Background: an optimization exercise with open tools, aiming at small area, a short achievable clock period and few clock cycles. Do not read the settings as production practice. Function was checked by simulation only, so behaviour that the tests miss may differ from the original.

==> run H <==
==> flow/design.v (excerpt) <==
module ALU(
    input clock,
    input reset,
    input start,
    input [63:0] inA,
    input [63:0] inB,
    input [ 4:0] opr,
    output signed [63:0] outAB,
    output done
);
Settings: LEC_CHECK=0, ABC_AREA=1, CAP_MARGIN=20, CORE_MARGIN=2, CORE_UTILIZATION=45, PLACE_DENSITY=0.6, SLEW_MARGIN=20; clock period 17.0 ns.
standard.sh (not shown) runs the stock make flow with config.mk's settings and CLKGATE_MAP_FILE= SYNTH_SCRIPT=/design/flow/synth_recipe.tcl, a recipe that flattens the netlist after the stock synthesis.
==> flow/flow/run.sh <==
#!/bin/bash
# The standard layout (standard.sh) with two repair settings changed; the clock period and
# the constraints stay the design's own:
#  - the setup repair aims for extra slack, so that repair_timing sizes and buffers the
#    design's real critical paths;
#  - the resizer may swap a cell for one of another footprint (a stronger drive).
# make's full output goes to flow_make.log here.
set -euo pipefail
export SETUP_SLACK_MARGIN=12
sed 's#"\${@:-finish}"#MATCH_CELL_FOOTPRINT=0 "${@:-finish}"#' standard.sh > flow_std.sh
grep -q MATCH_CELL_FOOTPRINT=0 flow_std.sh
bash flow_std.sh > flow_make.log 2>&1
==> run G: changes against run H <==
==> flow/flow/run.sh (replaced) <==
#!/bin/bash
# The standard layout (standard.sh) with three layout settings changed; the clock period
# and the constraints stay the design's own:
#  - the setup repair aims for extra slack, so that repair_timing sizes and buffers the
#    design's real critical paths;
#  - the resizer may swap a cell for one of another footprint (a stronger drive);
#  - every input and output port still gets its own buffer, a sky130_fd_sc_hd__buf_4.
# make's full output goes to flow_make.log here.
set -euo pipefail
export SETUP_SLACK_MARGIN=12
sed 's#"\${@:-finish}"#MATCH_CELL_FOOTPRINT=0 "BUFFER_PORTS_ARGS=-buffer_cell sky130_fd_sc_hd__buf_4" "${@:-finish}"#' standard.sh > flow_std.sh
grep -q MATCH_CELL_FOOTPRINT=0 flow_std.sh
bash flow_std.sh > flow_make.log 2>&1
Settings changed: CORE_UTILIZATION 45 to 50, PLACE_DENSITY 0.6 to 0.65, SYNTH_HIERARCHICAL set to 1, SYNTH_MINIMUM_KEEP_SIZE set to 0.
==> qor summary <==
| quantity | run G | run H |
|---|---|---|
| Result of the run | no timing/DRC/antenna violations | no timing/DRC/antenna violations |
| Inverters, non-clock | 578 | 719 |
| Final critical-path required period | 5.076 ns | 5.143 ns |
| Overall fraction of global-route tracks in use | 52.27% | 49.62% |
| Die Y | 283.8 microns | 294.1 microns |
| Library cell occupying the most area in the post-synthesis netlist | nand2_1 | fa_1 |
| Number of diodes | 21 | 9 |
| Met3 wirelength from detailed routing | 32570 microns | 34780 microns |
| Area occupied by multi-input gates | 30570 sq um | 29650 sq um |
| Global routing met3 resource utilization | 20.51% | 16.05% |
| Post-CTS repair timing setup buffer count | 21 | 61 |
| Clock insertion delay at the later pin of the skew report | 0.61 ns | 0.63 ns |
| Iter 0 DRT Violations | 7387 | 7524 |
| Signal buf overhead | 6.821% | 10.24% |
Testbench counts of run H, summed over its fixed seeds: cycles 85,665.
Testbench counts of run G, summed over its fixed seeds: cycles 85,665.

* * *

==> inputs of branch nickel <==
Starting RTL as in the previous note.
==> flow/config.mk <==
export PLATFORM = sky130hd
export DESIGN_NAME = ALU
export DESIGN_NICKNAME = ALU
export VERILOG_FILES = /design/flow/design.v
export SDC_FILE = /design/flow/constraint.sdc
export NUM_CORES = 4
export LEC_CHECK = 0
export ABC_AREA = 1
export CAP_MARGIN = 20
export CORE_MARGIN = 2
export CORE_UTILIZATION = 50
export PLACE_DENSITY = 0.65
export SLEW_MARGIN = 20
==> flow/constraint.sdc <==
create_clock -name core_clock -period 17.0 [get_ports {clock}]
set_input_delay 3.4000 -clock core_clock [delete_from_list [all_inputs] [get_ports {clock}]]
set_output_delay 3.4000 -clock core_clock [all_outputs]
set_load 0.01 [all_outputs]
==> flow/flow/run.sh <==
#!/bin/bash
# The standard layout (standard.sh) with three layout settings changed; the clock period
# and the constraints stay the design's own:
#  - the setup repair aims for extra slack, so that repair_timing sizes and buffers the
#    design's real critical paths;
#  - the resizer may swap a cell for one of another footprint (a stronger drive);
#  - every input and output port still gets its own buffer, a sky130_fd_sc_hd__buf_4.
# make's full output goes to flow_make.log here.
set -euo pipefail
export SETUP_SLACK_MARGIN=11.8
sed 's#"\${@:-finish}"#MATCH_CELL_FOOTPRINT=0 "BUFFER_PORTS_ARGS=-buffer_cell sky130_fd_sc_hd__buf_4" "${@:-finish}"#' standard.sh > flow_std.sh
grep -q MATCH_CELL_FOOTPRINT=0 flow_std.sh
bash flow_std.sh > flow_make.log 2>&1
==> inputs of branch delta, as changes to branch nickel <==
==> flow/flow/run.sh (replaced) <==
#!/bin/bash
# The standard layout (standard.sh), with the setup repair asked to leave extra slack so
# that repair_timing sizes and buffers the design's real critical paths (the clock period and
# the constraints stay the design's own). make's full output goes to flow_make.log here.
set -euo pipefail
export SETUP_SLACK_MARGIN=11.5
bash standard.sh > flow_make.log 2>&1
- CORE_UTILIZATION: 50 -> 45
- PLACE_DENSITY: 0.65 -> 0.6
==> inputs of branch fjord, as changes to branch nickel <==
--- a/flow/flow/run.sh
+++ b/flow/flow/run.sh
@@ -9,3 +9,3 @@
 set -euo pipefail
-export SETUP_SLACK_MARGIN=11.8
+export SETUP_SLACK_MARGIN=12.6
 sed 's#"\${@:-finish}"#MATCH_CELL_FOOTPRINT=0 "BUFFER_PORTS_ARGS=-buffer_cell sky130_fd_sc_hd__buf_4" "${@:-finish}"#' standard.sh > flow_std.sh
- CORE_UTILIZATION: 50 -> 45
- PLACE_DENSITY: 0.65 -> 0.6
==> inputs of branch xenon, as changes to branch nickel <==
--- a/flow/flow/run.sh
+++ b/flow/flow/run.sh
@@ -9,3 +9,3 @@
 set -euo pipefail
-export SETUP_SLACK_MARGIN=11.8
+export SETUP_SLACK_MARGIN=12
 sed 's#"\${@:-finish}"#MATCH_CELL_FOOTPRINT=0 "BUFFER_PORTS_ARGS=-buffer_cell sky130_fd_sc_hd__buf_4" "${@:-finish}"#' standard.sh > flow_std.sh
- CORE_UTILIZATION: 50 -> 45
- PLACE_DENSITY: 0.65 -> 0.6
==> qor summary <==
item	branch fjord	branch delta	branch nickel	branch xenon
Status	finished clean	finished clean	finished clean	finished clean
FP Rows	106	106	100	106
Setup CP Type	register to register	register to output port	input pin to register	input pin to register
Well tap count	1080	1080	969	1080
ANT cells	10	7	7	1
Register area	0.00465 mm²	0.00442 mm²	0.00449 mm²	0.00448 mm²
Wire length of the first global-routing pass	323 mm	310 mm	298 mm	308 mm
Die X	294 µm	294 µm	279 µm	294 µm
Initial drt markers	7565	7548	8416	7174
Logic inverters	722	716	720	719
Area Overhead vs Synth	25.9%	10.5%	10.4%	12.7%
Testbench counts of branch nickel, summed over its fixed seeds: cycles 85,665.
Testbench counts of branch delta, summed over its fixed seeds: cycles 85,665.
Testbench counts of branch fjord, summed over its fixed seeds: cycles 85,665.
Testbench counts of branch xenon, summed over its fixed seeds: cycles 85,665.

* * *

==> run a <==
Starting RTL as in the previous note.
Settings: LEC_CHECK=0, ABC_AREA=1, CAP_MARGIN=20, CORE_MARGIN=2, CORE_UTILIZATION=45, PLACE_DENSITY=0.6, SLEW_MARGIN=20; clock period 17.0 ns.
run.sh (not shown) runs the stock make flow with config.mk's settings and CLKGATE_MAP_FILE= SYNTH_SCRIPT=/design/flow/synth_recipe.tcl, a recipe that flattens the netlist after the stock synthesis.
Stock flow here: none of the scripts above is used.
==> run b: changes against run a <==
==> flow/flow/run.sh (new file) <==
#!/bin/bash
# The standard layout (standard.sh) with three layout settings changed; the clock period
# and the constraints stay the design's own:
#  - the setup repair aims for extra slack, so that repair_timing sizes and buffers the
#    design's real critical paths;
#  - the resizer may swap a cell for one of another footprint (a stronger drive);
#  - every input and output port still gets its own buffer, a sky130_fd_sc_hd__buf_4.
# make's full output goes to flow_make.log here.
set -euo pipefail
export SETUP_SLACK_MARGIN=12
sed 's#"\${@:-finish}"#MATCH_CELL_FOOTPRINT=0 "BUFFER_PORTS_ARGS=-buffer_cell sky130_fd_sc_hd__buf_4" "${@:-finish}"#' standard.sh > flow_std.sh
grep -q MATCH_CELL_FOOTPRINT=0 flow_std.sh
bash flow_std.sh > flow_make.log 2>&1
==> flow/standard.sh (new file) <==
#!/bin/bash
# synth_recipe.tcl (not shown) runs the flow's synth.tcl, then flattens the netlist and writes it again
# the make line also repeats each setting of config.mk as NAME=value (left out here)
make -C /OpenROAD-flow-scripts/flow DESIGN_CONFIG=/design/flow/config.mk WORK_HOME=/design/flow/orfs CLKGATE_MAP_FILE= SYNTH_SCRIPT=/design/flow/synth_recipe.tcl "${@:-finish}"
--- a/flow/config.mk
+++ b/flow/config.mk
@@ -10,4 +10,4 @@
 export CORE_MARGIN = 2
-export CORE_UTILIZATION = 45
-export PLACE_DENSITY = 0.6
+export CORE_UTILIZATION = 50
+export PLACE_DENSITY = 0.65
 export SLEW_MARGIN = 20
removed: flow/run.sh
==> run c: changes against run a <==
==> flow/flow/run.sh (new file) <==
#!/bin/bash
# The standard layout (standard.sh) with three layout settings changed; the clock period
# and the constraints stay the design's own:
#  - the setup repair aims for extra slack, so that repair_timing sizes and buffers the
#    design's real critical paths;
#  - the resizer may swap a cell for one of another footprint (a stronger drive);
#  - every input and output port still gets its own buffer, a sky130_fd_sc_hd__buf_4.
# make's full output goes to flow_make.log here.
set -euo pipefail
export SETUP_SLACK_MARGIN=12
sed 's#"\${@:-finish}"#MATCH_CELL_FOOTPRINT=0 "BUFFER_PORTS_ARGS=-buffer_cell sky130_fd_sc_hd__buf_4" "${@:-finish}"#' standard.sh > flow_std.sh
grep -q MATCH_CELL_FOOTPRINT=0 flow_std.sh
bash flow_std.sh > flow_make.log 2>&1
==> flow/standard.sh (new file) <==
#!/bin/bash
# synth_recipe.tcl (not shown) runs the flow's synth.tcl, then flattens the netlist and writes it again
# the make line also repeats each setting of config.mk as NAME=value (left out here)
make -C /OpenROAD-flow-scripts/flow DESIGN_CONFIG=/design/flow/config.mk WORK_HOME=/design/flow/orfs CLKGATE_MAP_FILE= SYNTH_SCRIPT=/design/flow/synth_recipe.tcl "${@:-finish}"
--- a/flow/config.mk
+++ b/flow/config.mk
@@ -13 +13,3 @@
 export SLEW_MARGIN = 20
+export SYNTH_HIERARCHICAL = 1
+export SYNTH_MINIMUM_KEEP_SIZE = 0
removed: flow/run.sh
==> results.txt <==
- Run b completed without violations. Run c ran to the end with no violations. Run a completed without violations.
- Between run b and run c, the lower register-to-register slack is in run c (gap 70 ps).
- Utilization: run b is higher than run c (7.0 points).
- Final cell count, lowest first: run b, run a, run c.
- Wire length, highest first: run c, run a, run b.
- Critical path depth: run a > run c > run b.
- Of run a and run b, run a has the higher die area (gap 11%, measured against run b).
Testbench counts of run a, summed over its fixed seeds: cycles 85,665.
Testbench counts of run b, summed over its fixed seeds: cycles 85,665.
Testbench counts of run c, summed over its fixed seeds: cycles 85,665.

-- static timing again, ports no longer ideal --
Ports are ideal in the flow. The routed layouts listed here were re-timed in OpenROAD. Step 1 sets driving cells, clkbuf_16 on the clock port and buf_2 on the other inputs (assumed; they add their load-dependent delay and slew). Step 2 moves the port delays by t, midway between the first and last clock arrival at a register: inputs arrive t later, outputs are due t later. That takes back most of the time a late clock gives input paths. a / b / c = ideal ports / drivers / drivers and shift; a / b = the first two.
run	t, ns	setup WS [ns]	clock arrival spread, ns	slew at the worst register clock pin (ns)	worst data-port slew with drivers (ns)
run H	0.676	11.857 / 11.893 / 11.216	0.041 / 0.041	0.07 / 0.07	0.07
run G	0.660	11.925 / 11.855 / 11.312	0.043 / 0.044	0.07 / 0.07	0.10
branch nickel	0.680	11.849 / 11.837 / 11.213	0.022 / 0.022	0.08 / 0.08	0.05
branch delta	0.681	11.417 / 11.349 / 10.837	0.023 / 0.023	0.08 / 0.08	0.06
branch fjord	0.677	12.101 / 12.101 / 11.672	0.015 / 0.015	0.07 / 0.07	0.07
branch xenon	0.679	11.996 / 12.017 / 11.338	0.025 / 0.026	0.08 / 0.08	0.06
run a	0.684	10.855 / 10.855 / 10.220	0.025 / 0.025	0.08 / 0.08	0.07
run b	0.680	11.909 / 11.858 / 11.264	0.024 / 0.025	0.07 / 0.07	0.05
run c	0.667	11.886 / 11.859 / 11.335	0.040 / 0.040	0.07 / 0.07	0.10
After both steps every run listed still meets setup and hold. The setup slack of branch xenon, which loses most, moves by +0.021 ns with the drivers and by -0.658 ns with both steps.
